Source: an optimization exercise on an open RTL-to-GDS flow (aim: small area and a short achievable clock period). Production flows keep margins and buffers that such runs may drop.
Function was checked by simulation only, so behaviour that the tests miss may differ from the original.
Power and IR drop assume default switching activity.

## design.v

```verilog
module master_apb (
input PCLK,
input PRESETn,
input transfer,
output reg PENABLE
);
reg setup_q;
always @(posedge PCLK or negedge PRESETn)
begin
if(!PRESETn)
begin
setup_q<=1'b0;
PENABLE<=1'b0;
end
else
begin
setup_q<=transfer&~setup_q;
PENABLE<=setup_q;
end
end
endmodule
module RAM_slave #(parameter ADDRESS=8, parameter DATA=8, parameter LOCATION=64)(
input PCLK,PRESETn,
input PENABLE,
input PWRITE,
input [ADDRESS-1:0] waddr,
input [ADDRESS-1:0] raddr,
input [DATA-1:0] pwdata,
output reg [DATA-1:0] rdata
);
reg [DATA-1:0] memory [0:63];
reg [7:0] w_row, w_bank;    
reg [DATA-1:0] wr_data_n;   
wire [7:0] w_row_d, w_bank_d;
onehot8 w_row_dec (.en(PENABLE & PWRITE & (waddr < LOCATION)), .a(waddr[2:0]), .y(w_row_d));
dec8 w_bank_dec (.a(waddr[5:3]), .y(w_bank_d));
always @(posedge PCLK or negedge PRESETn)
begin
if(!PRESETn)
w_row<=8'b0;
else
w_row<=w_row_d;
end
always @(posedge PCLK)
begin
w_bank<=w_bank_d;
wr_data_n<=~pwdata;
end
wire rd = PENABLE & ~PWRITE;
wire [7:0] r_row [0:DATA/2-1];
wire [7:0] r_bank;
onehot8 r_bank_dec (.en(rd & (raddr < LOCATION)), .a(raddr[5:3]), .y(r_bank));
genvar g, b;
generate
for (b=0; b<DATA/2; b=b+1) begin : rdec
dec8 r_row_dec (.a(raddr[2:0]), .y(r_row[b]));
end
for (g=0; g<64; g=g+1) begin : loc
wire [DATA-1:0] d;
ram_row_next #(.DATA(DATA)) nxt (.bank(w_bank[g/8]), .row(w_row[g%8]), .wd_n(wr_data_n), .q(memory[g]), .d(d));
always @(posedge PCLK or negedge PRESETn)
begin
if(!PRESETn)
memory[g]<='b0;
else
memory[g]<=d;
end
end
for (b=0; b<DATA; b=b+1) begin : rbit
wire [7:0] bank_data;
wire rnext;
for (g=0; g<8; g=g+1) begin : bank
sel8 s (.sel(r_row[b/2]), .d({memory[8*g+7][b], memory[8*g+6][b], memory[8*g+5][b], memory[8*g+4][b],
                         memory[8*g+3][b], memory[8*g+2][b], memory[8*g+1][b], memory[8*g][b]}),
        .y(bank_data[g]));
end
sel8_hold s (.sel(r_bank), .d(bank_data), .hold(~rd), .q(rdata[b]), .y(rnext));
always @(posedge PCLK or negedge PRESETn)
begin
if(!PRESETn)
rdata[b]<=1'b0;
else
rdata[b]<=rnext;
end
end
endgenerate
endmodule
module ram_row_next #(parameter DATA=8)(
input bank, row,
input [DATA-1:0] wd_n,
input [DATA-1:0] q,
output [DATA-1:0] d
);
wire nwe = ~(bank & row);
genvar b;
generate
for (b=0; b<DATA; b=b+1) begin : bc
ram_bit_next nxt (.nwe(nwe), .wd_n(wd_n[b]), .q(q[b]), .d(d[b]));
end
endgenerate
endmodule
module ram_bit_next (
input nwe,
input wd_n,
input q,
output d
);
assign d = ~((wd_n | nwe) & ~(q & nwe));
endmodule
module onehot8 (
input en,
input [2:0] a,
output [7:0] y
);
assign y = en ? (8'b1 << a) : 8'b0;
endmodule
module dec8 (
input [2:0] a,
output [7:0] y
);
assign y = 8'b1 << a;
endmodule
module sel8 (
input [7:0] sel,
input [7:0] d,
output y
);
assign y = |(sel & d);
endmodule
module sel8_hold (
input [7:0] sel,
input [7:0] d,
input hold,
input q,
output y
);
assign y = |(sel & d) | (hold & q);
endmodule
module apb_top #(parameter ADDRESS=8, parameter DATA =8, parameter LOCATION=64)(
input PCLK,PRESETn,transfer,READ_WRITE,
input [ADDRESS-1:0] apb_write_paddr,apb_read_paddr,
input [DATA-1:0] apb_write_data,
output [DATA-1:0] apb_read_data_out);
wire PENABLE;
master_apb master(
.PCLK(PCLK),
.PRESETn(PRESETn),
.transfer(transfer),
.PENABLE(PENABLE));
RAM_slave #(.ADDRESS(ADDRESS),.DATA(DATA), .LOCATION(LOCATION)) slave_dut (
.PCLK(PCLK),
.PRESETn(PRESETn),
.PENABLE(PENABLE),
.PWRITE(READ_WRITE),
.waddr(apb_write_paddr),
.raddr(apb_read_paddr),
.pwdata(apb_write_data),
.rdata(apb_read_data_out)
);
endmodule
```

## flow/run.sh

```bash
#!/bin/bash
# The standard layout (standard.sh, synthesis unchanged) with three changes
# to how the layout is made:
#  - the resizer may pick any size of a cell, not only cells of the same footprint
#  - ports are buffered with buf_2 instead of the delay buffer buffer_ports picks
#  - larger clock-sink clusters and no CTS dummy loads
# Each tool's output stays in orfs/logs/; make's output goes to standard.log.
set -e
bash standard.sh \
  MATCH_CELL_FOOTPRINT=0 \
  "BUFFER_PORTS_ARGS=-buffer_cell sky130_fd_sc_hd__buf_2" \
  "CTS_ARGS=-sink_clustering_enable -repair_clock_nets -sink_clustering_size 30 -sink_clustering_max_diameter 150 -dont_use_dummy_load" \
  finish > standard.log 2>&1
```

## standard.sh

```bash
#!/bin/bash
# synth_recipe.tcl (not shown) runs the flow's synth.tcl, then flattens the netlist and writes it again
# the make line also repeats each setting of config.mk as NAME=value (left out here)
make -C /OpenROAD-flow-scripts/flow DESIGN_CONFIG=/design/flow/config.mk WORK_HOME=/design/flow/orfs CLKGATE_MAP_FILE= SYNTH_SCRIPT=/design/flow/synth_recipe.tcl "${@:-finish}"
```

## config.mk

```make
export PLATFORM = sky130hd
export DESIGN_NAME = apb_top
export DESIGN_NICKNAME = apb_top
export VERILOG_FILES = /design/flow/design.v
export SDC_FILE = /design/flow/constraint.sdc
export NUM_CORES = 4
export LEC_CHECK = 0
export CAP_MARGIN = 20
export CORE_MARGIN = 2
export CORE_UTILIZATION = 40
export PLACE_DENSITY = 0.6
export SETUP_SLACK_MARGIN = 2.8
export SLEW_MARGIN = 20
export SYNTH_HIERARCHICAL = 1
export TNS_END_PERCENT = 10
```

## constraint.sdc

```tcl
create_clock -name core_clock -period 5.0 [get_ports {PCLK}]
set_input_delay 1.0000 -clock core_clock [delete_from_list [all_inputs] [get_ports {PCLK}]]
set_output_delay 1.0000 -clock core_clock [all_outputs]
set_load 0.01 [all_outputs]
```

==> results by group, run 1 <==
Detailed routing
  • Routed via count: 17.1k
  • Final ANT Viol Nets: 0
  • Vias per inst: 6.01
  • DR iter-0 viols: 2,017
  • Drt drc: 0
  • WL per Instance: 24.7 um
  • Post-Route WL: 70,500 um
  • DRT Pass-1 Iters: 6

Final layout
  • Final nets: 2,184
  • N_diodes: 0
  • Design area: 23,800 um^2
  • Syn-to-layout area delta: 10.2%
  • Share of cells above drive strength 1: 7.75%

Global routing
  • GRT Resource Usage Total: 25.4%
  • Largest net degree at the start of global routing: 145
  • Initial antenna violation count: 1
  • First-pass GRT wire length: 107,000 um
  • Grt ovf: 0
  • Vias in the first global route: 16.4k

Worst setup path
  • CP top delay family: flip-flops
  • CP endpoint kind: output port
  • Buf+Inv Stages, Crit Path: 1
  • Slowest CP cell: dfrtp_2
  • Crit Path Class: reg -> out
  • Critical path, cell by cell: buf_6
  • Worst EP arrival: 1.23 ns
  • Critical path peak fanout: 2
  • CP startpoint kind: flop
  • Slowest stage delay, CP: 0.49 ns
  • Critical Path RT: 4.00 ns

Logic synthesis
  • Commonest cells in the netlist: nand2_1 (576), dfrtp_1 (530), o21ai_1 (512)
  • Post-synth net total: 2,090
  • Asr flop ratio synth: 97.1%
  • Leading post-synthesis cells by cell area: dfrtp_1 (61%), o21ai_1 (12%), nand2_1 (10%)
  • Yosys warns: 10
  • Leading area contributor after synthesis: dfrtp_1
  • Top_reg_cell synth: dfrtp_1
  • Distinct cell type count after synthesis: 23
  • Synth top area share: 61.4%
  • FF+latch count, synth: 546
  • Cells after Synth: 2,062
  • Most common cell in the synthesized netlist: nand2_1
  • Seq/Total Area, Yosys: 62.9%
  • Synthesized area per cell: 10.5 um^2
  • Post-synth EDFFs: 0
  • Post-synthesis cell area: 21,600 um^2

Timing
  • Setup TNS: 0 ns
  • Layout Skew: 0.0555 ns
  • Crit path time final: 2.23 ns
  • Slew Limit Fails: 0
  • Hold_ws: 0.391 ns
  • Period utilisation layout: 44.6%
  • RSZ-0062 raised after global routing: true
  • Max frequency: 0.448 GHz
  • Final setup fails: 0
  • Final Hold Vio Count: 0
  • Slew headroom: 37.6%
  • Worst-Margin Slew: 0.934 ns

Clock tree
  • Worst skew pair latency: 0.59 ns
  • CTS Buf Count: 22
  • CTS Buffer Depth: 3
  • H-Tree Depth: 1
  • Clk sink count: 546
  • Clk pin slew, worst setup/hold paths: 0.11 ns
  • Root cell of the clock tree: clkbuf_16
  • CTS tree: done
  • Hold_buf cts: 0

Die
  • # rows: 85
  • Core ar.: 53,600 um^2
  • Ports: 36
  • Die area: 55,900 um^2
  • Die W: 236 um
  • Die Ht: 236 um
  • Starting density of the core: 40.3%

Power
  • Power Total: 7.13 mW
  • Gate power share: 5.8%
  • Switching Fraction: 24.4%
  • Clock Power Share: 30.2%
  • Flop pwr share: 64.0%
  • Internal power: 5.39 mW
  • Worst vdd ir: 224 uV
  • Net Sw Power: 1.74 mW
  • PwrDens: 300 nW/um^2
  • P_leak: 10.2 nW

Flow run
  • Max_cap viols: 0

Placement
  • Routability cong.: 0.899
  • Post-Place Cell Area: 23,000 um^2
  • DP HPWL: 47,400 um
  • IO Port Bufs: 35

Status
  • Status: no timing/DRC/antenna violations

Min path
  • Min-Delay Path Class: in -> async
path summary, 6_finish.rpt:
check	depth (start not counted)	slack (ns)	start	end
min reg2reg	0	0.46	master.setup_q	master.PENABLE
max reg2reg	4	3.04	master.PENABLE	slave_dut.rdata[0]
min	1	0.39	PRESETn	slave_dut.memory[54][0]
min in group core_clock	0	0.46	master.setup_q	master.PENABLE
max in group asynchronous	2	3.36	PRESETn	slave_dut.memory[39][2]
max	1	2.77	slave_dut.rdata[7]	apb_read_data_out[7]
per-stage QoR:
step | instances | setup slack, ns | utilization, %
after CTS | 2846 | 2.76 | 44.2
after global placement | 2823 | 1.72 | 42.9
after detailed placement | 2823 | 1.70 | 42.9
after global routing | 2850 | 2.75 | 44.4
after floorplan | 2062 | 2.83 | -
final | 2850 | 2.77 | 44.4
power by group through the flow:
| stage | Sequential [mW] | Combinational [mW] | Clock [mW] |
|---|---|---|---|
| after detailed placement | 4.64 | 0.404 | 0 |
| after global placement | 4.64 | 0.391 | 0 |
| after floorplan | 4.66 | 0.123 | 0 |
| after CTS | 4.55 | 0.411 | 2.20 |
| after global routing | 4.57 | 0.458 | 2.36 |
| final | 4.56 | 0.413 | 2.16 |
worst reg2reg max path: cells and delay by family (launching register included):
family / cells / cell delay (ns)
and+or+nand+nor: 3 / 1.23
AOI/OAI and AO/OA: 1 / 0.29
DFF: 1 / 0.38
modules after synthesis (local to each module, per instance), excerpt:
module | area [um^2] | times used
dec8 | 65.1 | 5
master_apb | 63.8 | 1
sel8_hold | 46.3 | 8
onehot8 | 95.1 | 2
ram_bit_next | 8.76 | 512
sel8 | 36.3 | 64
cells in the final DEF, fill, tap and decap left out, types with 11 or more instances in the layout:
cell,Yosys,routed
nand2_1,576,576
clkbuf_16,0,22
nand4_1,64,64
buf_4,0,29
o21ai_1,512,512
nor3b_2,0,11
and3b_4,0,12
dfrtp_1,530,526
a22oi_1,264,258
buf_2,0,30
logic make-up after synthesis:
logic type / synth area share, %
compound gates: 22.3
buf+inv: 0.139
flops: 62.9
simple gates: 14.7
timing repair:
item	CTS	global route
gates resized for setup	32	18
buffers inserted	1	4
endpoints found under the setup margin	13	15
pin swaps	2	5
hold endpoints to repair	0	0
flip-flops by register name, summed over array words and instances, names as in the netlist:
name / cells
slave_dut.w_row: 8
slave_dut.wr_data_n: 8
master.PENABLE: 1
master.setup_q: 1
slave_dut.w_bank: 8
slave_dut.rdata: 8
slave_dut.memory: 512
routing by layer:
layer  global-route usage [%]  vias up  wire (um)
li1                         -     7864          -
met1                     37.0     8473      31200
met2                     38.0      682      30700
met3                     6.34      102       6530
met4                     6.27        0       2020
met5                        0        -          0
area by class of cell:
class / instances / area [um^2]
Multi-Input combinational cell: 1508 / 8180
Sequential cell: 546 / 13600
Inverter: 8 / 30.0
Clock buffer: 22 / 551
Tap cell: 696 / 871
Fill cell: 5145 / 29800
Timing Repair Buffer: 70 / 557
==> run 2: changes to the inputs <==
--- a/flow/run.sh
+++ b/flow/run.sh
@@ -9,5 +9,5 @@
 bash standard.sh \
   MATCH_CELL_FOOTPRINT=0 \
   "BUFFER_PORTS_ARGS=-buffer_cell sky130_fd_sc_hd__buf_2" \
-  "CTS_ARGS=-sink_clustering_enable -repair_clock_nets -sink_clustering_size 30 -sink_clustering_max_diameter 150 -dont_use_dummy_load" \
+  "CTS_ARGS=-sink_clustering_enable -repair_clock_nets -sink_clustering_size 30 -sink_clustering_max_diameter 60 -dont_use_dummy_load" \
   finish > standard.log 2>&1
==> run 2 against run 1 <==
  * Still clean
  * Clock power grew 35%
  * Utilization is 0.96 points higher
  * Via count up 0.99%
  * Maximum frequency barely moved
  * Critical path type is now in -> reg
  * Largest power group unchanged
==> results by group, run 2 <==
Status
  • Status: no timing/DRC/antenna violations

Final layout
  • Max reg flops: 512 (unchanged)
  • Design area: 24,300 um^2 (+2.2%)
  • Share of cells above drive strength 1: 8.83% (+1.1 points)
  • Final cell count without fillers: 2,872 (+0.77%)
  • Commonest non-fill, non-tap cell in the layout: nand2_1
  • Final nets: 2,205 (+0.96%)
  • Most flops, register: slave_dut.memory
  • Syn-to-layout area delta: 12.6%
  • FILL cells: 5,092 (-1.0%)
  • Commonest cells after routing, fill and taps aside: nand2_1 (576), dfrtp_1 (525), o21ai_1 (512), a22oi_1 (254), nand4_1 (64)

Worst setup path
  • Worst EP arrival: 2.65 ns (+1.42 ns)
  • CP startpoint kind: input port
  • CP top delay family: compound AO/OA/AOI/OAI gates
  • CP endpoint kind: flop
  • Slowest CP cell: and3b_4
  • Buf+Inv Stages, Crit Path: 2 (+1)
  • Critical Path RT: 5.42 ns (+1.42 ns)
  • Critical path peak fanout: 33 (+31)
  • Crit Path Class: in -> reg
  • Slowest stage delay, CP: 0.31 ns (-0.18 ns)
  • Critical path, cell by cell: buf_12, and3b_4, buf_4, a22oi_1, nand4_1, a22o_1, a221oi_2, nand3_1

Detailed routing
  • Final ANT Viol Nets: 0 (unchanged)
  • Routed via count: 17.3k (+0.99%)
  • WL per Instance: 24.8 um (+0.34%)
  • DR iter-0 viols: 1,821 (-9.7%)
  • Drt drc: 0 (unchanged)
  • Post-Route WL: 71,300 um (+1.1%)
  • Vias per inst: 6.02 (+0.21%)
  • DRT Pass-1 Iters: 6 (unchanged)

Flow run
  • Max_cap viols: 0 (unchanged)

Power
  • Internal power: 6.01 mW (+12%)
  • Power Total: 7.89 mW (+11%)
  • PwrDens: 325 nW/um^2 (+8.4%)
  • Switching Fraction: 23.9% (-0.50 points)
  • Net Sw Power: 1.88 mW (+8.5%)
  • Gate power share: 5.3% (-0.5 points)
  • P_leak: 10.4 nW (+2.4%)
  • Clock Power Share: 37.0% (+6.8 points)
  • Flop pwr share: 57.7% (-6.3 points)
  • Worst vdd ir: 214 uV (-4.5%)

Logic synthesis
  • Distinct cell type count after synthesis: 23 (unchanged)
  • Post-synthesis cell area: 21,600 um^2 (unchanged)
  • Yosys warns: 10 (unchanged)
  • Leading area contributor after synthesis: dfrtp_1
  • Asr flop ratio synth: 97.1% (unchanged)
  • Post-synth EDFFs: 0 (unchanged)
  • Most common cell in the synthesized netlist: nand2_1
  • Top_reg_cell synth: dfrtp_1
  • Leading post-synthesis cells by cell area: dfrtp_1 (61%), o21ai_1 (12%), nand2_1 (10%)
  • Commonest cells in the netlist: nand2_1 (576), dfrtp_1 (530), o21ai_1 (512)
  • Cells after Synth: 2,062 (unchanged)
  • FF+latch count, synth: 546 (unchanged)
  • Synthesized area per cell: 10.5 um^2 (unchanged)
  • Post-synth net total: 2,090 (unchanged)
  • Seq/Total Area, Yosys: 62.9% (unchanged)
  • Synth top area share: 61.4% (unchanged)

Timing
  • Period utilisation layout: 44.6% (about the same)
  • Worst-Margin Slew: 0.944 ns (+0.00972 ns)
  • Slew Limit Fails: 0 (unchanged)
  • Final Hold Vio Count: 0 (unchanged)
  • Crit path time final: 2.23 ns (-0.00117 ns)
  • Max frequency: 0.449 GHz (about the same)
  • Hold_ws: 0.409 ns (+0.0179 ns)
  • Setup TNS: 0 ns (unchanged)
  • RSZ-0062 raised after global routing: true
  • Slew headroom: 36.9% (-0.65 points)
  • Final setup fails: 0 (unchanged)
  • Layout Skew: 0.0737 ns (+0.0182 ns)

Global routing
  • GRT Resource Usage Total: 25.8% (+0.35 points)
  • Grt ovf: 0 (unchanged)
  • Vias in the first global route: 16.6k (+1.2%)
  • Largest net degree at the start of global routing: 145 (unchanged)
  • First-pass GRT wire length: 108,000 um (+0.90%)
  • Initial antenna violation count: 2 (+1)

Placement
  • Routability cong.: 0.899 (unchanged)
  • IO Port Bufs: 35 (unchanged)
  • Post-Place Cell Area: 23,000 um^2 (unchanged)
  • DP HPWL: 47,400 um (unchanged)
  • Dpl cells: 2,823 (unchanged)

Clock tree
  • Root cell of the clock tree: clkbuf_16
  • CTS tree: done
  • Worst skew pair latency: 0.60 ns (about the same)
  • H-Tree Depth: 2 (+1)
  • CTS Buf Count: 40 (+82%)
  • Hold_buf cts: 0 (unchanged)
  • CTS Buffer Depth: 3 (unchanged)
  • Clk pin slew, worst setup/hold paths: 0.10 ns (about the same)
  • Clk sink count: 546 (unchanged)

Die
  • Die area: 55,900 um^2 (unchanged)
  • Die W: 236 um (unchanged)
  • Starting density of the core: 40.3% (unchanged)
  • # rows: 85 (unchanged)
  • Ports: 36 (unchanged)
  • Die Ht: 236 um (unchanged)
  • Core ar.: 53,600 um^2 (unchanged)

Min path
  • Min-Delay Path Class: in -> async
## run 2: cell counts after synthesis
Identical to the previous run, type by type.
## run 2: power groups by stage
stage | Clock [mW] | Combinational, mW | Sequential [mW]
6_report | 2.92 | 0.418 | 4.56
5_1_grt | 3.14 | 0.462 | 4.57
4_1_cts | 2.98 | 0.410 | 4.56
3_5_place_dp | 0 | 0.404 | 4.64
3_3_place_gp | 0 | 0.391 | 4.64
2_1_floorplan | 0 | 0.123 | 4.66
## run 2: final cells by class
type                            count  area, um^2  share of cell area (%)
Timing Repair Buffer               72         584                    2.40
Clock buffer                       40        1000                    4.12
Multi-Input combinational cell   1509        8220                    33.8
Inverter                            8        30.0                   0.124
Tap cell                          696         871                    3.58
Sequential cell                   546       13600                    56.0
Antenna cell                        1        2.50                  0.0103
## run 2: cells by family after synthesis
family / synth area share [%]
simple gates: 14.7
compound gates: 22.3
buf+inv: 0.139
flops: 62.9
## run 2: worst reg2reg max path, stage by stage (launching register included)
cell	delay, ns
dfrtp_1	0.39
nor4b_4	0.17
and4bb_1	0.40
a222oi_1	0.64
nand3_1	0.19
## run 2: path summary, 6_finish.rpt
| path | start | endpoint | slack (ns) | cells after the start |
|---|---|---|---|---|
| max reg2reg | master.PENABLE | slave_dut.rdata[1] | 3.06 | 4 |
| min reg2reg | master.setup_q | master.PENABLE | 0.45 | 0 |
| min | PRESETn | slave_dut.w_row[7] | 0.41 | 1 |
| min in group core_clock | master.setup_q | master.PENABLE | 0.45 | 0 |
| max | apb_read_paddr[1] | slave_dut.rdata[1] | 2.77 | 8 |
| max in group asynchronous | PRESETn | slave_dut.memory[61][3] | 3.27 | 2 |
## run 2: what timing repair did
item | 4_1_cts | 5_1_grt
pin swaps | 1 | 5
setup endpoints to repair | 13 | 15
gates cloned | 0 | 1
buffers inserted | 1 | 6
resized for setup | 25 | 31
## run 2: metrics by stage
step,worst slack (ns),util [%]
after floorplan,2.83,-
after global placement,1.72,42.9
after detailed placement,1.70,42.9
after CTS,2.71,45.0
after global routing,2.77,45.3
final,2.77,45.3
## run 2: modules after synthesis (local to each module, per instance), excerpt
module	cells inside	times used	area, um^2	flip-flops and latches
sel8_hold	5	8	46.3	0
master_apb	3	1	63.8	2
onehot8	8	2	95.1	0
ram_bit_next	2	512	8.76	0
dec8	8	5	65.1	0
sel8	5	64	36.3	0
## run 2: metal layers
layer	track usage (%)	up-vias	wire [um]
li1	-	7910	-
met4	8.11	0	2140
met2	38.0	745	30900
met3	5.93	116	6600
met5	0	-	0
met1	37.6	8519	31600
==> run 3: changes to the inputs <==
--- a/flow/run.sh
+++ b/flow/run.sh
@@ -9,5 +9,5 @@
 bash standard.sh \
   MATCH_CELL_FOOTPRINT=0 \
   "BUFFER_PORTS_ARGS=-buffer_cell sky130_fd_sc_hd__buf_2" \
-  "CTS_ARGS=-sink_clustering_enable -repair_clock_nets -sink_clustering_size 30 -sink_clustering_max_diameter 60 -dont_use_dummy_load" \
+  "CTS_ARGS=-sink_clustering_enable -repair_clock_nets -sink_clustering_size 20 -sink_clustering_max_diameter 100 -dont_use_dummy_load" \
   finish > standard.log 2>&1
==> run 3 against run 2 <==
  * Still clean on timing, DRC and antenna
  * Largest cell class unchanged
  * Area after synthesis did not move
  * Via count fell by 0.53%
  * Sequential share of layout area rose by 0.87 points
  * Combinational power fell by 2%
  * Flip-flop and latch count did not move
  * Non-clock buffer count fell by 6
  * Clock power fell by 13%
  * First-iteration DRC count rose by 2.4%
  * Total power fell by 5.1%
  * Critical path depth fell by 7
  * Sequential power barely moved
==> results by group, run 3 <==
Final layout
  • Share of cells above drive strength 1: 7.78% (-1.0 points)
  • FILL cells: 5,135 (+0.84%)
  • N_diodes: 0 (-1)
  • Commonest non-fill, non-tap cell in the layout: nand2_1
  • Syn-to-layout area delta: 10.8%
  • Final nets: 2,189 (-0.73%)
  • Most flops, register: slave_dut.memory
  • Commonest cells after routing, fill and taps aside: nand2_1 (576), dfrtp_1 (525), o21ai_1 (512), a22oi_1 (263), nand4_1 (64)
  • Final cell count without fillers: 2,855 (-0.59%)
  • Max reg flops: 512 (unchanged)

Detailed routing
  • Routed via count: 17.2k (-0.53%)
  • DR iter-0 viols: 1,864 (+2.4%)
  • WL per Instance: 24.9 um (+0.19%)
  • Final ANT Viol Nets: 0 (unchanged)
  • Drt drc: 0 (unchanged)
  • Post-Route WL: 71,000 um (-0.40%)
  • DRT Pass-1 Iters: 5 (-1)
  • Vias per inst: 6.02 (about the same)

Logic synthesis
  • Cells after Synth: 2,062 (unchanged)
  • Post-synth net total: 2,090 (unchanged)
  • Post-synthesis cell area: 21,600 um^2 (unchanged)
  • Synth top area share: 61.4% (unchanged)
  • Distinct cell type count after synthesis: 23 (unchanged)
  • Yosys warns: 10 (unchanged)
  • FF+latch count, synth: 546 (unchanged)
  • Most common cell in the synthesized netlist: nand2_1
  • Seq/Total Area, Yosys: 62.9% (unchanged)
  • Top_reg_cell synth: dfrtp_1
  • Synthesized area per cell: 10.5 um^2 (unchanged)
  • Post-synth EDFFs: 0 (unchanged)
  • Leading area contributor after synthesis: dfrtp_1
  • Leading post-synthesis cells by cell area: dfrtp_1 (61%), o21ai_1 (12%), nand2_1 (10%)
  • Commonest cells in the netlist: nand2_1 (576), dfrtp_1 (530), o21ai_1 (512)
  • Asr flop ratio synth: 97.1% (unchanged)

Global routing
  • Largest net degree at the start of global routing: 145 (unchanged)
  • First-pass GRT wire length: 108,000 um (-0.29%)
  • Vias in the first global route: 16.5k (-0.14%)
  • Initial antenna violation count: 1 (-1)
  • GRT Resource Usage Total: 25.6% (-0.19 points)
  • Grt ovf: 0 (unchanged)

Timing
  • Layout Skew: 0.0476 ns (-0.0261 ns)
  • Period utilisation layout: 45.0% (+0.44 points)
  • Slew Limit Fails: 0 (unchanged)
  • Crit path time final: 2.25 ns (+0.0218 ns)
  • Final setup fails: 0 (unchanged)
  • Setup TNS: 0 ns (unchanged)
  • Worst-Margin Slew: 0.952 ns (+0.00831 ns)
  • RSZ-0062 raised after global routing: true
  • Max frequency: 0.444 GHz (-0.97%)
  • Final Hold Vio Count: 0 (unchanged)
  • Slew headroom: 36.4% (-0.56 points)

Flow run
  • Max_cap viols: 0 (unchanged)

Die
  • Core ar.: 53,600 um^2 (unchanged)
  • # rows: 85 (unchanged)
  • Die area: 55,900 um^2 (unchanged)
  • Starting density of the core: 40.3% (unchanged)
  • Ports: 36 (unchanged)
  • Die Ht: 236 um (unchanged)
  • Die W: 236 um (unchanged)

Clock tree
  • H-Tree Depth: 1 (-1)
  • CTS Buf Count: 31 (-23%)
  • Root cell of the clock tree: clkbuf_16
  • Clk sink count: 546 (unchanged)
  • CTS Buffer Depth: 3 (unchanged)
  • Clk pin slew, worst setup/hold paths: 0.08 ns (-0.02 ns)
  • Worst skew pair latency: 0.63 ns (+0.03 ns)
  • CTS tree: done

Placement
  • Routability cong.: 0.899 (unchanged)
  • DP HPWL: 47,400 um (unchanged)
  • Dpl cells: 2,823 (unchanged)
  • IO Port Bufs: 35 (unchanged)

Worst setup path
  • CP top delay family: flip-flops
  • Buf+Inv Stages, Crit Path: 1 (-1)
  • Critical R2R Capture: slave_dut.rdata[3]
  • Slowest CP cell: dfrtp_2
  • R2R depth: 5 (+1)
  • Critical path, cell by cell: buf_2
  • CP startpoint kind: flop
  • Worst R2R Start: master.PENABLE
  • Slowest stage delay, CP: 0.47 ns (+0.16 ns)
  • CP endpoint kind: output port
  • Flop2flop setup slack: 2.98 ns (-0.08 ns)
  • Critical Path RT: 4.00 ns (-1.42 ns)
  • Critical path peak fanout: 2 (-94%)
  • Worst EP arrival: 1.25 ns (-1.40 ns)
  • Crit Path Class: reg -> out

Power
  • Worst vdd ir: 259 uV (+21%)
  • P_leak: 10.3 nW (-1.5%)
  • PwrDens: 313 nW/um^2 (-3.6%)
  • Power Total: 7.49 mW (-5.1%)

Min path
  • Min-Delay Path Class: in -> async

Status
  • Status: no timing/DRC/antenna violations
==> run 3: cell counts after synthesis <==
No cell type changed its count.
==> run 3: final cells by class <==
type / instances / area (um^2) / area share, %
multi-input cells: 1508 / 8150 / 34.0
well taps: 696 / 871 / 3.64
clock buffers: 31 / 776 / 3.24
inverters: 8 / 30.0 / 0.125
flip-flops and latches: 546 / 13600 / 56.8
repair buffers: 66 / 507 / 2.12
==> run 3: kinds of logic (layout without fill, tap and decap cells) <==
logic type / after synthesis / count (layout) / share of synthesized area [%]
buf+inv: 8 / 105 / 0.139
compound gates: 800 / 800 / 22.3
flops: 546 / 546 / 62.9
simple gates: 708 / 708 / 14.7
==> run 3: timing repair <==
action	in CTS	in global routing
hold buffers	0	0
endpoints found under the setup margin	16	16
gates resized for setup	29	9
pin swaps	1	1
buffers inserted	1	0
==> run 3: worst max path at each step <==
stage / startpoint / endpoint / cells after the start
detailed placement: apb_read_paddr[1] / slave_dut.rdata[4] / 7
global placement: apb_read_paddr[1] / slave_dut.rdata[4] / 7
CTS: slave_dut.rdata[7] / apb_read_data_out[7] / 1
finish: slave_dut.rdata[6] / apb_read_data_out[6] / 1
global route: slave_dut.rdata[7] / apb_read_data_out[7] / 1
floorplan: apb_read_paddr[1] / slave_dut.rdata[0] / 6
==> run 3: per-layer routing <==
| layer | global-route usage (%) | part of all wire [%] |
|---|---|---|
| met5 | 0 | 0 |
| met3 | 6.67 | 9.4 |
| met2 | 38.1 | 44 |
| met4 | 6.96 | 2.9 |
| met1 | 36.9 | 44 |
==> run 3: per-stage QoR <==
stage                     cell area, um^2  setup slack [ns]  hold WS (ns)  util [%]
final                               23900              2.75         0.376      44.6
after global routing                23900              2.72         0.410      44.6
after CTS                           23900              2.73         0.369      44.6
after detailed placement            23000              1.70         0.438      42.9
after global placement              23000              1.72         0.416      42.9
after floorplan                     21700              2.83         0.409         -
==> run 3: Yosys stat by module (local to each module, per instance), a selection <==
| module | times used | flops+latches | cell area (um^2) |
|---|---|---|---|
| dec8 | 5 | 0 | 65.1 |
| ram_bit_next | 512 | 0 | 8.76 |
| sel8_hold | 8 | 0 | 46.3 |
| onehot8 | 2 | 0 | 95.1 |
| sel8 | 64 | 0 | 36.3 |
| master_apb | 1 | 2 | 63.8 |
==> run 3: where the power goes <==
| group | internal, mW | switching (mW) |
|---|---|---|
| logic | 0.0894 | 0.320 |
| registers | 4.50 | 0.0597 |
| clock network | 1.09 | 1.43 |
==> run 4: changes to the inputs <==
--- a/flow/run.sh
+++ b/flow/run.sh
@@ -9,5 +9,5 @@
 bash standard.sh \
   MATCH_CELL_FOOTPRINT=0 \
   "BUFFER_PORTS_ARGS=-buffer_cell sky130_fd_sc_hd__buf_2" \
-  "CTS_ARGS=-sink_clustering_enable -repair_clock_nets -sink_clustering_size 20 -sink_clustering_max_diameter 100 -dont_use_dummy_load" \
+  "CTS_ARGS=-sink_clustering_enable -repair_clock_nets -sink_clustering_size 30 -sink_clustering_max_diameter 100 -dont_use_dummy_load -buf_list {sky130_fd_sc_hd__clkbuf_8 sky130_fd_sc_hd__clkbuf_16}" \
   finish > standard.log 2>&1
==> run 4 against run 3 <==
  * Global-route usage shrank 0.12 points
  * Clock skew shrank 0.0010 ns
  * Via count shrank 0.41%
  * Maximum frequency grew 0.31%
  * Still clean
  * Die area is the same
  * Largest power group unchanged
  * Critical path type unchanged
  * Register-to-register slack gained 0.05 ns
  * Utilization shrank 0.25 points
==> results by group, run 4 <==
Detailed routing
  • Drt drc: 0 (unchanged)
  • Final ANT Viol Nets: 0 (unchanged)
  • DRT Pass-1 Iters: 8 (+3)
  • Post-Route WL: 70,700 um (-0.36%)
  • Vias per inst: 6.01 (-0.23%)
  • Met2 wire len: 30,900 um (-0.35%)
  • Metal-1 WL: 31,500 um (+0.68%)
  • Met3 WL: 6640 um (about the same)
  • WL per Instance: 24.8 um (-0.19%)
  • Uppermost layer routed: met4
  • Routed via count: 17.1k (-0.41%)
  • DR iter-0 viols: 1,953 (+4.8%)

Timing
  • Layout Skew: 0.0465 ns (-0.00105 ns)
  • Crit path time final: 2.24 ns (-0.00702 ns)
  • Period utilisation layout: 44.9% (-0.14 points)
  • Hold_ws: 0.392 ns (+0.0163 ns)
  • Slew headroom: 37.0% (+0.63 points)
  • Final setup margin: 2.76 ns (+0.00702 ns)
  • Max frequency: 0.446 GHz (+0.31%)
  • Final setup fails: 0 (unchanged)
  • Worst-Margin Slew: 0.943 ns (-0.00937 ns)
  • Setup TNS: 0 ns (unchanged)
  • Final Hold Vio Count: 0 (unchanged)
  • Slew Limit Fails: 0 (unchanged)
  • RSZ-0062 raised after global routing: true

Die
  • Die Ht: 236 um (unchanged)
  • Die area: 55,900 um^2 (unchanged)
  • Starting density of the core: 40.3% (unchanged)
  • Die W: 236 um (unchanged)
  • # rows: 85 (unchanged)
  • Ports: 36 (unchanged)
  • Core ar.: 53,600 um^2 (unchanged)

Clock tree
  • Clk pin slew, worst setup/hold paths: 0.12 ns (+0.04 ns)
  • H-Tree Depth: 1 (unchanged)
  • CTS Buffer Depth: 3 (unchanged)
  • Clk sink count: 546 (unchanged)
  • Worst skew pair latency: 0.60 ns (-0.03 ns)
  • CTS tree: done
  • CTS Buf Count: 24 (-23%)
  • Root cell of the clock tree: clkbuf_16

Final layout
  • Share of cells above drive strength 1: 7.61% (-0.17 points)
  • Final nets: 2,184 (-0.23%)
  • Commonest non-fill, non-tap cell in the layout: nand2_1
  • Commonest cells after routing, fill and taps aside: nand2_1 (576), dfrtp_1 (526), o21ai_1 (512), a22oi_1 (261), nand4_1 (64)
  • N_diodes: 0 (unchanged)
  • Syn-to-layout area delta: 10.2%
  • Design area: 23,800 um^2 (-0.55%)
  • FILL cells: 5,137 (+0.039%)
  • Most flops, register: slave_dut.memory
  • Max reg flops: 512 (unchanged)

Worst setup path
  • Critical R2R Capture: slave_dut.rdata[3]
  • Flop2flop setup slack: 3.03 ns (+0.05 ns)
  • Worst R2R Start: master.PENABLE
  • CP startpoint kind: flop
  • CP endpoint kind: output port
  • Critical path, cell by cell: buf_6
  • Critical Path RT: 4.00 ns (about the same)
  • Crit Path Class: reg -> out
  • Slowest stage delay, CP: 0.49 ns (+0.02 ns)
  • Critical path peak fanout: 2 (unchanged)
  • CP top delay family: flip-flops
  • Worst EP arrival: 1.24 ns (about the same)
  • Buf+Inv Stages, Crit Path: 1 (unchanged)
  • Slowest CP cell: dfrtp_2
  • Launch point of the worst path: slave_dut.rdata[7]
  • R2R depth: 5 (unchanged)

Logic synthesis
  • Asr flop ratio synth: 97.1% (unchanged)
  • Seq/Total Area, Yosys: 62.9% (unchanged)
  • Most common cell in the synthesized netlist: nand2_1
  • Top_reg_cell synth: dfrtp_1
  • FF+latch count, synth: 546 (unchanged)
  • Post-synthesis cell area: 21,600 um^2 (unchanged)
  • Synthesized area per cell: 10.5 um^2 (unchanged)
  • Leading post-synthesis cells by cell area: dfrtp_1 (61%), o21ai_1 (12%), nand2_1 (10%)
  • Commonest cells in the netlist: nand2_1 (576), dfrtp_1 (530), o21ai_1 (512)
  • Leading area contributor after synthesis: dfrtp_1
  • Distinct cell type count after synthesis: 23 (unchanged)
  • Yosys warns: 10 (unchanged)
  • Cells after Synth: 2,062 (unchanged)
  • Synth top area share: 61.4% (unchanged)
  • Post-synth EDFFs: 0 (unchanged)
  • Post-synth net total: 2,090 (unchanged)

Placement
  • DP HPWL: 47,400 um (unchanged)
  • Post-Place Cell Area: 23,000 um^2 (unchanged)
  • Worst slack, placed: 1.70 ns (unchanged)
  • Routability cong.: 0.899 (unchanged)
  • IO Port Bufs: 35 (unchanged)

Power
  • Gate power share: 5.7% (+0.2 points)
  • Clock Power Share: 31.0% (-2.8 points)
  • Worst vdd ir: 229 uV (-12%)
  • Net Sw Power: 1.75 mW (-3.5%)
  • Switching Fraction: 24.3% (+0.096 points)
  • Internal power: 5.45 mW (-4.0%)
  • Power Total: 7.20 mW (-3.9%)
  • PwrDens: 303 nW/um^2 (-3.4%)
  • P_leak: 10.2 nW (-0.72%)
  • Flop pwr share: 63.3% (+2.5 points)

Global routing
  • Grt ovf: 0 (unchanged)
  • Initial antenna violation count: 1 (unchanged)
  • Vias in the first global route: 16.4k (-0.98%)
  • GRT Resource Usage Total: 25.4% (-0.12 points)
  • Largest net degree at the start of global routing: 145 (unchanged)
  • First-pass GRT wire length: 107,000 um (-0.31%)

Status
  • Status: no timing/DRC/antenna violations

Flow run
  • Max_cap viols: 0 (unchanged)

Min path
  • Min-Delay Path Class: in -> async
==> run 4: how the worst max path moves through the flow <==
stage	depth (start not counted)	slack, ns	to
after floorplan	6	2.83	slave_dut.rdata[0]
after global placement	7	1.72	slave_dut.rdata[4]
after detailed placement	7	1.70	slave_dut.rdata[4]
after CTS	6	2.74	slave_dut.rdata[1]
after global routing	1	2.73	apb_read_data_out[7]
final	1	2.76	apb_read_data_out[7]
==> run 4: layout make-up <==
class	instances	area [um^2]	area share [%]
repair buffers	68	526	2.21
well taps	696	871	3.66
flip-flops and latches	546	13600	57.1
inverters	8	30.0	0.126
clock buffers	24	601	2.52
multi-input cells	1508	8170	34.3
==> run 4: Yosys stat by module (local to each module, per instance), a selection <==
module	cells inside	times used
sel8_hold	5	8
onehot8	8	2
sel8	5	64
master_apb	3	1
ram_bit_next	2	512
dec8	8	5
==> run 4: kinds of logic after synthesis <==
| logic type | after synthesis | share of synthesized area (%) |
|---|---|---|
| compound gates | 800 | 22.3 |
| buf+inv | 8 | 0.139 |
| simple gates | 708 | 14.7 |
| flops | 546 | 62.9 |
==> run 4: stage by stage <==
step,cells,utilization (%)
floorplan,2062,-
global placement,2823,42.9
detailed placement,2823,42.9
CTS,2848,44.2
global route,2850,44.4
finish,2850,44.4
==> run 4: per-layer routing <==
layer / up-vias / global-route usage [%]
met4: 0 / 6.02
met1: 8476 / 37.3
met5: - / 0
met2: 688 / 38.1
met3: 103 / 6.10
li1: 7862 / -
==> run 4: power by group through the flow <==
stage / Combinational, mW / Sequential (mW) / Clock [mW]
after CTS: 0.410 / 4.55 / 2.27
after global routing: 0.455 / 4.57 / 2.44
after floorplan: 0.123 / 4.66 / 0
after global placement: 0.391 / 4.64 / 0
final: 0.412 / 4.56 / 2.23
after detailed placement: 0.404 / 4.64 / 0
==> run 4: what timing repair did <==
item | 4_1_cts | 5_1_grt
buffers inserted | 1 | 2
resized for setup | 26 | 16
endpoints found under the setup margin | 15 | 16
pin swaps | 1 | 3
hold buffers | 0 | 0
==> run 5: changes to the inputs <==
--- a/flow/run.sh
+++ b/flow/run.sh
@@ -9,5 +9,5 @@
 bash standard.sh \
   MATCH_CELL_FOOTPRINT=0 \
   "BUFFER_PORTS_ARGS=-buffer_cell sky130_fd_sc_hd__buf_2" \
-  "CTS_ARGS=-sink_clustering_enable -repair_clock_nets -sink_clustering_size 30 -sink_clustering_max_diameter 100 -dont_use_dummy_load -buf_list {sky130_fd_sc_hd__clkbuf_8 sky130_fd_sc_hd__clkbuf_16}" \
+  "CTS_ARGS=-sink_clustering_enable -repair_clock_nets -sink_clustering_size 30 -sink_clustering_max_diameter 100 -dont_use_dummy_load" \
   finish > standard.log 2>&1
==> run 5 against run 4 <==
  * Still clean
  * Worst setup slack stayed put
  * Final cell count stayed put
  * Maximum frequency stayed put
  * Count of clock-buffer cells in the layout stayed put
  * Die area stayed put
  * Flip-flop and latch count stayed put
  * Via count stayed put
  * First-iteration DRC count stayed put
  * Largest cell class unchanged
  * Largest power group unchanged
==> results by group, run 5 <==
Status
  • Status: no timing/DRC/antenna violations

Power
  • Gate power share: 5.7% (about the same)
  • Worst vdd ir: 229 uV (unchanged)
  • Switching Fraction: 24.3% (unchanged)
  • PwrDens: 303 nW/um^2 (unchanged)
  • Power Total: 7.20 mW (unchanged)
  • P_leak: 10.2 nW (unchanged)
  • Flop pwr share: 63.3% (about the same)
  • Internal power: 5.45 mW (unchanged)
  • Net Sw Power: 1.75 mW (unchanged)
  • Clock Power Share: 31.0% (about the same)

Timing
  • Final setup fails: 0 (unchanged)
  • Worst-Margin Slew: 0.943 ns (unchanged)
  • Slew Limit Fails: 0 (unchanged)
  • Layout Skew: 0.0465 ns (unchanged)
  • Setup TNS: 0 ns (unchanged)
  • Final Hold Vio Count: 0 (unchanged)
  • Max frequency: 0.446 GHz (unchanged)
  • RSZ-0062 raised after global routing: true
  • Period utilisation layout: 44.9% (unchanged)
  • Final setup margin: 2.76 ns (unchanged)
  • Crit path time final: 2.24 ns (unchanged)
  • Slew headroom: 37.0% (unchanged)

Logic synthesis
  • Leading area contributor after synthesis: dfrtp_1
  • Distinct cell type count after synthesis: 23 (unchanged)
  • Post-synthesis cell area: 21,600 um^2 (unchanged)
  • Asr flop ratio synth: 97.1% (unchanged)
  • Leading post-synthesis cells by cell area: dfrtp_1 (61%), o21ai_1 (12%), nand2_1 (10%)
  • Most common cell in the synthesized netlist: nand2_1
  • Yosys warns: 10 (unchanged)
  • Commonest cells in the netlist: nand2_1 (576), dfrtp_1 (530), o21ai_1 (512)
  • Post-synth EDFFs: 0 (unchanged)
  • Cells after Synth: 2,062 (unchanged)
  • Synthesized area per cell: 10.5 um^2 (unchanged)
  • Top_reg_cell synth: dfrtp_1
  • Synth top area share: 61.4% (unchanged)
  • Post-synth net total: 2,090 (unchanged)
  • Seq/Total Area, Yosys: 62.9% (unchanged)
  • FF+latch count, synth: 546 (unchanged)

Placement
  • Routability cong.: 0.899 (unchanged)
  • Worst slack, placed: 1.70 ns (unchanged)
  • IO Port Bufs: 35 (unchanged)
  • DP HPWL: 47,400 um (unchanged)

Clock tree
  • Clk pin slew, worst setup/hold paths: 0.12 ns (about the same)
  • Worst skew pair latency: 0.60 ns (about the same)
  • CTS tree: done
  • CTS Buffer Depth: 3 (unchanged)
  • Clk sink count: 546 (unchanged)
  • H-Tree Depth: 1 (unchanged)
  • Root cell of the clock tree: clkbuf_16
  • CTS Buf Count: 24 (unchanged)
  • Hold_buf cts: 0 (unchanged)

Final layout
  • Commonest non-fill, non-tap cell in the layout: nand2_1
  • Area occupied by multi-input gates: 8170 um^2 (unchanged)
  • Commonest cells after routing, fill and taps aside: nand2_1 (576), dfrtp_1 (526), o21ai_1 (512), a22oi_1 (261), nand4_1 (64)
  • Max reg flops: 512 (unchanged)
  • Register area: 13,600 um^2 (unchanged)
  • Share of cells above drive strength 1: 7.61% (unchanged)
  • Most flops, register: slave_dut.memory
  • Syn-to-layout area delta: 10.2% (unchanged)
  • FILL cells: 5,137 (unchanged)
  • N_diodes: 0 (unchanged)
  • Final nets: 2,184 (unchanged)

Die
  • Core ar.: 53,600 um^2 (unchanged)
  • Die W: 236 um (unchanged)
  • Ports: 36 (unchanged)
  • Die area: 55,900 um^2 (unchanged)
  • # rows: 85 (unchanged)
  • Starting density of the core: 40.3% (unchanged)
  • Die Ht: 236 um (unchanged)

Detailed routing
  • Post-Route WL: 70,700 um (unchanged)
  • Routed via count: 17.1k (unchanged)
  • Drt drc: 0 (unchanged)
  • Vias per inst: 6.01 (unchanged)
  • DR iter-0 viols: 1,953 (unchanged)
  • Final ANT Viol Nets: 0 (unchanged)
  • DRT Pass-1 Iters: 8 (unchanged)
  • WL per Instance: 24.8 um (unchanged)

Worst setup path
  • Slowest CP cell: dfrtp_2
  • Flop2flop setup slack: 3.03 ns (about the same)
  • CP endpoint kind: output port
  • Critical Path RT: 4.00 ns (about the same)
  • Critical path, cell by cell: buf_6
  • Critical R2R Capture: slave_dut.rdata[3]
  • Slowest stage delay, CP: 0.49 ns (about the same)
  • Buf+Inv Stages, Crit Path: 1 (unchanged)
  • Worst EP arrival: 1.24 ns (about the same)
  • Worst R2R Start: master.PENABLE
  • Crit Path Class: reg -> out
  • Critical path peak fanout: 2 (unchanged)
  • CP startpoint kind: flop
  • R2R depth: 5 (unchanged)
  • CP top delay family: flip-flops

Min path
  • Min-Delay Path Class: in -> async

Global routing
  • First-pass GRT wire length: 107,000 um (unchanged)
  • Vias in the first global route: 16.4k (unchanged)
  • Largest net degree at the start of global routing: 145 (unchanged)
  • GRT Resource Usage Total: 25.4% (unchanged)
  • Grt ovf: 0 (unchanged)
  • Initial antenna violation count: 1 (unchanged)

Flow run
  • Max_cap viols: 0 (unchanged)
## run 5: modules after synthesis (local to each module, per instance), a selection
module,cell area (um^2),cells
master_apb,63.8,3
ram_bit_next,8.76,2
onehot8,95.1,8
sel8,36.3,5
sel8_hold,46.3,5
dec8,65.1,8
## run 5: power by group through the flow
stage	Combinational [mW]	Sequential, mW	Clock (mW)
3_3_place_gp	0.391	4.64	0
6_report	0.412	4.56	2.23
5_1_grt	0.455	4.57	2.44
4_1_cts	0.410	4.55	2.27
2_1_floorplan	0.123	4.66	0
3_5_place_dp	0.404	4.64	0
## run 5: routing by layer
metal  GRT usage, %  part of all wire, %  vias to the layer above
met2           38.1                   44                      688
met5              0                    0                        -
met1           37.3                   44                     8476
met4           6.02                  2.4                        0
li1               -                    -                     7862
met3           6.10                  9.4                      103
## run 5: what timing repair did
item / 4_1_cts / 5_1_grt
buffers inserted: 1 / 2
gates resized for setup: 26 / 16
pin swaps: 1 / 3
endpoints found under the setup margin: 15 / 16
## run 5: how the worst max path moves through the flow
| stage | startpoint | end | slack [ns] | cells past startpoint |
|---|---|---|---|---|
| finish | slave_dut.rdata[7] | apb_read_data_out[7] | 2.76 | 1 |
| global placement | apb_read_paddr[1] | slave_dut.rdata[4] | 1.72 | 7 |
| detailed placement | apb_read_paddr[1] | slave_dut.rdata[4] | 1.70 | 7 |
| floorplan | apb_read_paddr[1] | slave_dut.rdata[0] | 2.83 | 6 |
| global route | slave_dut.rdata[7] | apb_read_data_out[7] | 2.73 | 1 |
| CTS | apb_read_paddr[1] | slave_dut.rdata[1] | 2.74 | 6 |
## run 5: through the flow
step,utilization [%],hold WS (ns),cells,area (um^2)
6_report,44.4,0.392,2850,23800
5_1_grt,44.4,0.410,2850,23800
4_1_cts,44.2,0.396,2848,23700
3_5_place_dp,42.9,0.438,2823,23000
3_3_place_gp,42.9,0.416,2823,23000
2_1_floorplan,-,0.409,2062,21700
## run 5: final cells by class
cell class | instances | share of cell area, %
Sequential cell | 546 | 57.1
Multi-Input combinational cell | 1508 | 34.3
Tap cell | 696 | 3.66
Clock buffer | 24 | 2.52
Timing Repair Buffer | 68 | 2.21
Inverter | 8 | 0.126
## run 5: cell families after synthesis
kind of cell           Yosys count  synth area share (%)
AO/OA/AOI/OAI                  800                  22.3
buffers and inverters            8                 0.139
flip-flops                     546                  62.9
AND/OR/NAND/NOR                708                  14.7
==> run 6: changes to the inputs <==
--- a/config.mk
+++ b/config.mk
@@ -8,6 +8,7 @@
 export CAP_MARGIN = 20
 export CORE_MARGIN = 2
 export CORE_UTILIZATION = 40
+export GPL_TIMING_DRIVEN = 0
 export PLACE_DENSITY = 0.6
 export SETUP_SLACK_MARGIN = 2.8
 export SLEW_MARGIN = 20
==> run 6 against run 5 <==
  * Routed wire length up 1.8%
  * Register-to-register slack worse by 0.08 ns
  * Count of clock-buffer cells in the layout down 2
  * Critical path depth up 6
  * Utilization up 2.1 points
  * Maximum frequency down 6.6%
  * Clock power down 5%
  * Clock skew up 0.010 ns
  * Critical path type is now in -> reg
  * Critical endpoint is now slave_dut.rdata[2]
  * Largest power group unchanged
==> results by group, run 6 <==
Status
  • Status: no timing/DRC/antenna violations

Power
  • Worst vdd ir: 226 uV (-1.2%)
  • Net Sw Power: 1.76 mW (+0.35%)
  • Power Total: 7.21 mW (+0.14%)
  • Flop pwr share: 63.4% (about the same)
  • Switching Fraction: 24.4% (+0.052 points)
  • PwrDens: 289 nW/um^2 (-4.4%)
  • Internal power: 5.46 mW (about the same)
  • Gate power share: 7.2% (+1.5 points)
  • P_leak: 10.7 nW (+5.1%)
  • Clock Power Share: 29.4% (-1.6 points)

Worst setup path
  • Critical path peak fanout: 10 (+8)
  • Critical R2R Capture: slave_dut.rdata[1]
  • CP top delay family: compound AO/OA/AOI/OAI gates
  • Slowest CP cell: a22oi_1
  • Worst EP arrival: 2.82 ns (+1.58 ns)
  • Flop2flop setup slack: 2.95 ns (-0.08 ns)
  • Critical Path RT: 5.42 ns (+1.42 ns)
  • Critical path, cell by cell: buf_16, and3b_4, buf_4, a22oi_1, nand4_1, a221oi_2, nand3_1
  • Worst R2R Start: master.PENABLE
  • Launch point of the worst path: apb_read_paddr[1]
  • Levels on crit path: 7 (+6)
  • Slowest stage delay, CP: 0.41 ns (-0.08 ns)
  • CP endpoint kind: flop
  • CP startpoint kind: input port
  • Buf+Inv Stages, Crit Path: 2 (+1)
  • Crit Path Class: in -> reg
  • R2R depth: 5 (unchanged)

Min path
  • Min-Delay Path Class: in -> async

Detailed routing
  • Metal-1 WL: 31,800 um (+1.1%)
  • Met2 wire len: 31,200 um (+0.85%)
  • Post-Route WL: 72,000 um (+1.8%)
  • Vias per inst: 6.03 (+0.39%)
  • DRT Pass-1 Iters: 6 (-2)
  • DR iter-0 viols: 2,352 (+20%)
  • WL per Instance: 24.8 um (about the same)
  • Final ANT Viol Nets: 0 (unchanged)
  • Routed via count: 17.5k (+2.3%)
  • Met3 WL: 6440 um (-3.0%)
  • Uppermost layer routed: met4
  • Drt drc: 0 (unchanged)

Final layout
  • Area occupied by multi-input gates: 8360 um^2 (+2.3%)
  • Max reg flops: 512 (unchanged)
  • Final cell count without fillers: 2,903 (+1.9%)
  • Syn-to-layout area delta: 15.4%
  • Commonest cells after routing, fill and taps aside: nand2_1 (576), dfrtp_1 (530), o21ai_1 (512), a22oi_1 (237), nand4_1 (64)
  • Final nets: 2,237 (+2.4%)
  • Commonest non-fill, non-tap cell in the layout: nand2_1
  • Register area: 13,600 um^2 (+0.11%)
  • Share of cells above drive strength 1: 10.7% (+3.1 points)
  • N_diodes: 0 (unchanged)
  • FILL cells: 4,874 (-5.1%)
  • Most flops, register: slave_dut.memory
  • Design area: 24,900 um^2 (+4.7%)

Clock tree
  • Clk sink count: 546 (unchanged)
  • CTS Buffer Depth: 3 (unchanged)
  • Root cell of the clock tree: clkbuf_16
  • H-Tree Depth: 1 (unchanged)
  • Hold_buf cts: 0 (unchanged)
  • CTS tree: done
  • Clk pin slew, worst setup/hold paths: 0.12 ns (about the same)
  • CTS Buf Count: 22 (-8.3%)
  • Worst skew pair latency: 0.58 ns (-0.02 ns)

Logic synthesis
  • Synth top area share: 61.4% (unchanged)
  • Leading post-synthesis cells by cell area: dfrtp_1 (61%), o21ai_1 (12%), nand2_1 (10%)
  • Distinct cell type count after synthesis: 23 (unchanged)
  • FF+latch count, synth: 546 (unchanged)
  • Synthesized area per cell: 10.5 um^2 (unchanged)
  • Leading area contributor after synthesis: dfrtp_1
  • Post-synth EDFFs: 0 (unchanged)
  • Seq/Total Area, Yosys: 62.9% (unchanged)
  • Yosys warns: 10 (unchanged)
  • Asr flop ratio synth: 97.1% (unchanged)
  • Cells after Synth: 2,062 (unchanged)
  • Top_reg_cell synth: dfrtp_1
  • Commonest cells in the netlist: nand2_1 (576), dfrtp_1 (530), o21ai_1 (512)
  • Post-synthesis cell area: 21,600 um^2 (unchanged)
  • Most common cell in the synthesized netlist: nand2_1
  • Post-synth net total: 2,090 (unchanged)

Timing
  • RSZ-0062 raised after global routing: true
  • Period utilisation layout: 48.1% (+3.2 points)
  • Hold_ws: 0.434 ns (+0.0420 ns)
  • Worst-Margin Slew: 0.801 ns (-0.142 ns)
  • Max frequency: 0.416 GHz (-6.6%)
  • Crit path time final: 2.40 ns (+0.159 ns)
  • Final Hold Vio Count: 0 (unchanged)
  • Slew Limit Fails: 0 (unchanged)
  • Final setup fails: 0 (unchanged)
  • Slew headroom: 46.6% (+9.6 points)
  • Layout Skew: 0.0565 ns (+0.00995 ns)

Flow run
  • Max_cap viols: 0 (unchanged)

Global routing
  • GRT Resource Usage Total: 25.7% (+0.29 points)
  • Largest net degree at the start of global routing: 99 (-32%)
  • Vias in the first global route: 16.9k (+3.4%)
  • First-pass GRT wire length: 108,000 um (+0.28%)
  • Initial antenna violation count: 2 (+1)
  • Grt ovf: 0 (unchanged)

Placement
  • DP HPWL: 46,200 um (-2.5%)
  • IO Port Bufs: 35 (unchanged)
  • Routability cong.: 0.886 (-1.4%)
  • Dpl cells: 2,825 (+0.071%)
  • Post-Place Cell Area: 23,500 um^2 (+2.2%)

Die
  • Die W: 236 um (unchanged)
  • Die Ht: 236 um (unchanged)
  • Ports: 36 (unchanged)
  • Starting density of the core: 40.3% (unchanged)
  • Core ar.: 53,600 um^2 (unchanged)
  • # rows: 85 (unchanged)
  • Die area: 55,900 um^2 (unchanged)
run 6: cell count changes in the layout (fill, tap and decap cells not counted), sizes merged:
cell / change
buf: +50
clkbuf: +3
run 6: area by class of cell:
| cell class | instances | area share [%] |
|---|---|---|
| clock buffers | 22 | 2.21 |
| repair buffers | 123 | 6.02 |
| multi-input cells | 1508 | 33.5 |
| flip-flops and latches | 546 | 54.6 |
| well taps | 696 | 3.49 |
| inverters | 8 | 0.120 |
run 6: logic make-up after synthesis:
group                  count (synthesis)  share of synthesized area [%]
AOI/OAI and AO/OA                    800                           22.3
buffers and inverters                  8                          0.139
DFF                                  546                           62.9
and+or+nand+nor                      708                           14.7
run 6: worst max-delay path by stage:
stage / end / slack, ns
final: slave_dut.rdata[2] / 2.60
after global routing: slave_dut.rdata[6] / 2.63
after CTS: slave_dut.rdata[4] / 2.66
after detailed placement: slave_dut.rdata[4] / 1.19
after global placement: slave_dut.memory[26][2] / -7.43
after floorplan: slave_dut.rdata[0] / 2.83
run 6: Yosys stat by module (local to each module, per instance), a selection:
| module | flip-flops and latches | cells |
|---|---|---|
| sel8 | 0 | 5 |
| master_apb | 2 | 3 |
| dec8 | 0 | 8 |
| ram_bit_next | 0 | 2 |
| sel8_hold | 0 | 5 |
| onehot8 | 0 | 8 |
run 6: repair_timing:
action                                  4_1_cts  5_1_grt
resized for setup                            46       20
endpoints found under the setup margin        8        8
buffers inserted                             31       19
cloned                                        6        0
pin swaps                                    22       45
run 6: power groups by stage:
stage / Clock [mW] / Combinational (mW) / Sequential (mW)
finish: 2.12 / 0.519 / 4.57
global route: 2.33 / 0.558 / 4.59
CTS: 2.19 / 0.497 / 4.57
detailed placement: 0 / 0.452 / 4.66
global placement: 0 / 0.320 / 4.71
floorplan: 0 / 0.123 / 4.66
run 6: routing by layer:
layer  GRT usage (%)  vias to the layer above
met4            9.76                        0
li1                -                     7977
met1            37.3                     8717
met2            37.9                      691
met3            5.55                      131
met5               0                        -
run 6: through the flow:
| stage | util (%) | worst slack (ns) | TNS, ns |
|---|---|---|---|
| floorplan | - | 2.83 | 0 |
| detailed placement | 43.9 | 1.19 | 0 |
| global placement | 42.4 | -7.43 | -3906.51 |
| global route | 46.5 | 2.63 | 0 |
| CTS | 46.0 | 2.66 | 0 |
| finish | 46.5 | 2.60 | 0 |
==> run 7: changes to the inputs <==
--- a/config.mk
+++ b/config.mk
@@ -8,7 +8,7 @@
 export CAP_MARGIN = 20
 export CORE_MARGIN = 2
 export CORE_UTILIZATION = 40
-export GPL_TIMING_DRIVEN = 0
+export GPL_ROUTABILITY_DRIVEN = 0
 export PLACE_DENSITY = 0.6
 export SETUP_SLACK_MARGIN = 2.8
 export SLEW_MARGIN = 20
==> run 7 against run 6 <==
  * Still clean on timing, DRC and antenna
  * Final cell count decreased by 1.8%
  * Maximum frequency increased by 7.1%
  * Utilization decreased by 2.1 points
  * Worst setup slack improved by 0.16 ns
  * Largest power group unchanged
==> results by group, run 7 <==
Logic synthesis
  • Synth top area share: 61.4% (unchanged)
  • Yosys warns: 10 (unchanged)
  • Distinct cell type count after synthesis: 23 (unchanged)
  • Top_reg_cell synth: dfrtp_1
  • FF+latch count, synth: 546 (unchanged)
  • Leading area contributor after synthesis: dfrtp_1
  • Asr flop ratio synth: 97.1% (unchanged)
  • Post-synth net total: 2,090 (unchanged)
  • Post-synth EDFFs: 0 (unchanged)
  • Commonest cells in the netlist: nand2_1 (576), dfrtp_1 (530), o21ai_1 (512)
  • Seq/Total Area, Yosys: 62.9% (unchanged)
  • Most common cell in the synthesized netlist: nand2_1
  • Leading post-synthesis cells by cell area: dfrtp_1 (61%), o21ai_1 (12%), nand2_1 (10%)
  • Cells after Synth: 2,062 (unchanged)
  • Synthesized area per cell: 10.5 um^2 (unchanged)
  • Post-synthesis cell area: 21,600 um^2 (unchanged)

Timing
  • Max frequency: 0.446 GHz (+7.1%)
  • Crit path time final: 2.24 ns (-0.159 ns)
  • Final Hold Vio Count: 0 (unchanged)
  • Final setup margin: 2.76 ns (+0.159 ns)
  • Worst-Margin Slew: 0.943 ns (+0.142 ns)
  • RSZ-0062 raised after global routing: true
  • Setup TNS: 0 ns (unchanged)
  • Period utilisation layout: 44.9% (-3.2 points)
  • Final setup fails: 0 (unchanged)
  • Slew Limit Fails: 0 (unchanged)
  • Slew headroom: 37.0% (-9.6 points)
  • Layout Skew: 0.0465 ns (-0.00995 ns)

Status
  • Status: no timing/DRC/antenna violations

Clock tree
  • Hold_buf cts: 0 (unchanged)
  • Clk sink count: 546 (unchanged)
  • Clk pin slew, worst setup/hold paths: 0.12 ns (about the same)
  • Root cell of the clock tree: clkbuf_16
  • H-Tree Depth: 1 (unchanged)
  • CTS tree: done
  • Worst skew pair latency: 0.60 ns (+0.02 ns)
  • CTS Buf Count: 24 (+9.1%)
  • CTS Buffer Depth: 3 (unchanged)

Global routing
  • Grt ovf: 0 (unchanged)
  • GRT Resource Usage Total: 25.4% (-0.29 points)
  • First-pass GRT wire length: 107,000 um (-0.28%)
  • Initial antenna violation count: 1 (-1)
  • Vias in the first global route: 16.4k (-3.3%)
  • Largest net degree at the start of global routing: 145 (+46%)

Detailed routing
  • Drt drc: 0 (unchanged)
  • WL per Instance: 24.8 um (about the same)
  • DRT Pass-1 Iters: 8 (+2)
  • Routed via count: 17.1k (-2.2%)
  • Final ANT Viol Nets: 0 (unchanged)
  • DR iter-0 viols: 1,953 (-17%)
  • Vias per inst: 6.01 (-0.39%)
  • Post-Route WL: 70,700 um (-1.8%)

Power
  • P_leak: 10.2 nW (-4.8%)
  • PwrDens: 303 nW/um^2 (+4.6%)
  • Gate power share: 5.7% (-1.5 points)
  • Clock Power Share: 31.0% (+1.6 points)
  • Net Sw Power: 1.75 mW (-0.35%)
  • Switching Fraction: 24.3% (-0.052 points)
  • Worst vdd ir: 229 uV (+1.2%)
  • Flop pwr share: 63.3% (about the same)
  • Internal power: 5.45 mW (about the same)

Worst setup path
  • Levels on crit path: 1 (-6)
  • Launch point of the worst path: slave_dut.rdata[7]
  • Critical path, cell by cell: buf_6
  • R2R depth: 5 (unchanged)
  • CP top delay family: flip-flops
  • Crit Path Class: reg -> out
  • Critical path peak fanout: 2 (-8)
  • Slowest stage delay, CP: 0.49 ns (+0.08 ns)
  • Worst setup path endpoint: apb_read_data_out[7]
  • CP startpoint kind: flop
  • Worst EP arrival: 1.24 ns (-1.58 ns)
  • CP endpoint kind: output port
  • Worst R2R Start: master.PENABLE
  • Critical R2R Capture: slave_dut.rdata[3]
  • Slowest CP cell: dfrtp_2
  • Flop2flop setup slack: 3.03 ns (+0.08 ns)
  • Critical Path RT: 4.00 ns (-1.42 ns)
  • Buf+Inv Stages, Crit Path: 1 (-1)

Placement
  • IO Port Bufs: 35 (unchanged)
  • Worst slack, placed: 1.70 ns (+0.519 ns)
  • Post-Place Cell Area: 23,000 um^2 (-2.1%)
  • DP HPWL: 47,400 um (+2.6%)

Final layout
  • FILL cells: 5,137 (+5.4%)
  • Most flops, register: slave_dut.memory
  • Register area: 13,600 um^2 (-0.11%)
  • Area occupied by multi-input gates: 8170 um^2 (-2.2%)
  • Syn-to-layout area delta: 10.2%
  • Max reg flops: 512 (unchanged)
  • N_diodes: 0 (unchanged)
  • Design area: 23,800 um^2 (-4.5%)
  • Share of cells above drive strength 1: 7.61% (-3.1 points)
  • Final nets: 2,184 (-2.4%)
  • Commonest non-fill, non-tap cell in the layout: nand2_1
  • Commonest cells after routing, fill and taps aside: nand2_1 (576), dfrtp_1 (526), o21ai_1 (512), a22oi_1 (261), nand4_1 (64)

Die
  • Core ar.: 53,600 um^2 (unchanged)
  • Die area: 55,900 um^2 (unchanged)
  • Ports: 36 (unchanged)
  • Die W: 236 um (unchanged)
  • # rows: 85 (unchanged)
  • Starting density of the core: 40.3% (unchanged)
  • Die Ht: 236 um (unchanged)

Flow run
  • Max_cap viols: 0 (unchanged)

Min path
  • Min-Delay Path Class: in -> async
## run 7: layout make-up
| type | instances | area share, % |
|---|---|---|
| flip-flops and latches | 546 | 57.1 |
| multi-input cells | 1508 | 34.3 |
| well taps | 696 | 3.66 |
| clock buffers | 24 | 2.52 |
| repair buffers | 68 | 2.21 |
| inverters | 8 | 0.126 |
## run 7: worst min-delay path by stage
stage	start	slack (ns)	end	cells after the start
floorplan	master.setup_q	0.41	master.PENABLE	0
CTS	PRESETn	0.40	slave_dut.w_row[7]	1
finish	PRESETn	0.39	slave_dut.w_row[7]	1
global placement	master.setup_q	0.42	master.PENABLE	0
detailed placement	master.setup_q	0.44	master.PENABLE	0
global route	PRESETn	0.41	slave_dut.w_row[7]	1
## run 7: per-layer routing
metal  vias up  wire (um)  GRT usage [%]
met5         -          0              0
met4         0       1720           6.02
met3       103       6640           6.10
met2       688      30900           38.1
met1      8476      31500           37.3
li1       7862          -              -
## run 7: worst register-to-register path, cell delays in order, from the launching register on
cell and delay, ns:
dfrtp_1 0.39, nor4b_4 0.42, and4bb_2 0.58, a22o_1 0.35
a221oi_2 0.07, nand3_1 0.11
## run 7: power groups by stage
stage               Clock (mW)  Sequential (mW)  Combinational, mW
floorplan                    0             4.66              0.123
global placement             0             4.64              0.391
detailed placement           0             4.64              0.404
CTS                       2.27             4.55              0.410
global route              2.44             4.57              0.455
finish                    2.23             4.56              0.412
## run 7: repair_timing
| action | CTS | global route |
|---|---|---|
| resized for setup | 26 | 16 |
| endpoints found under the hold margin | 0 | 0 |
| gates cloned | 0 | 0 |
| setup buffers | 1 | 2 |
| pin swaps | 1 | 3 |
| setup endpoints to repair | 15 | 16 |
## run 7: per-module statistics from Yosys, one instance, submodules excluded, a selection
module        copies in the design  area, um^2
onehot8                          2        95.1
dec8                             5        65.1
master_apb                       1        63.8
sel8_hold                        8        46.3
sel8                            64        36.3
ram_bit_next                   512        8.76
## run 7: stage by stage
| step | power [mW] | cells | utilization [%] | hold WS, ns |
|---|---|---|---|---|
| floorplan | 4.78 | 2062 | - | 0.409 |
| global placement | 5.03 | 2823 | 42.9 | 0.416 |
| detailed placement | 5.04 | 2823 | 42.9 | 0.438 |
| CTS | 7.24 | 2848 | 44.2 | 0.396 |
| global route | 7.46 | 2850 | 44.4 | 0.410 |
| finish | 7.20 | 2850 | 44.4 | 0.392 |
## run 7: cell families (layout without fill, tap and decap cells)
kind of cell	after synthesis	count (layout)	synth area share, %
AO/OA/AOI/OAI	800	800	22.3
AND/OR/NAND/NOR	708	708	14.7
flip-flops	546	546	62.9
buffers and inverters	8	100	0.139

[static timing again, ports no longer ideal]
The flow's constraints put no driver on any port. The routed layouts listed below were extracted and timed again, unchanged, in two steps.
Step 1 (the two cells are an assumption about what drives the block):
set clk [get_ports {PCLK}]
set_driving_cell -lib_cell sky130_fd_sc_hd__clkbuf_16 $clk
set_driving_cell -lib_cell sky130_fd_sc_hd__buf_2 [delete_from_list [all_inputs] $clk]
Step 2 adds t to the input delays and takes it off the output delays; t is the mean of the earliest and latest rising clock arrival at the registers after step 1. Input paths then give back, and output paths get back, about the clock's delay inside the block.
a / b / c = no drivers / after step 1 / after step 2; a / b = the first two.
| run | shift t [ns] | setup slack, ns | worst data-port slew with drivers (ns) | pins driven straight from the clock port |
|---|---|---|---|---|
| run 1 | 0.621 | 2.770 / 2.710 / 2.153 | 0.07 | 1 |
| run 2 | 0.623 | 2.771 / 2.729 / 2.137 | 0.07 | 1 |
| run 3 | 0.661 | 2.749 / 2.692 / 2.097 | 0.06 | 1 |
| run 4 | 0.640 | 2.756 / 2.694 / 2.141 | 0.06 | 1 |
| run 5 | 0.640 | 2.756 / 2.694 / 2.141 | 0.06 | 1 |
| run 6 | 0.611 | 2.597 / 2.457 / 1.847 | 0.26 | 1 |
| run 7 | 0.640 | 2.756 / 2.694 / 2.141 | 0.06 | 1 |
After both steps every run listed still meets setup and hold. The setup slack of run 6, which loses most, moves by -0.140 ns with the drivers and by -0.750 ns with both steps.
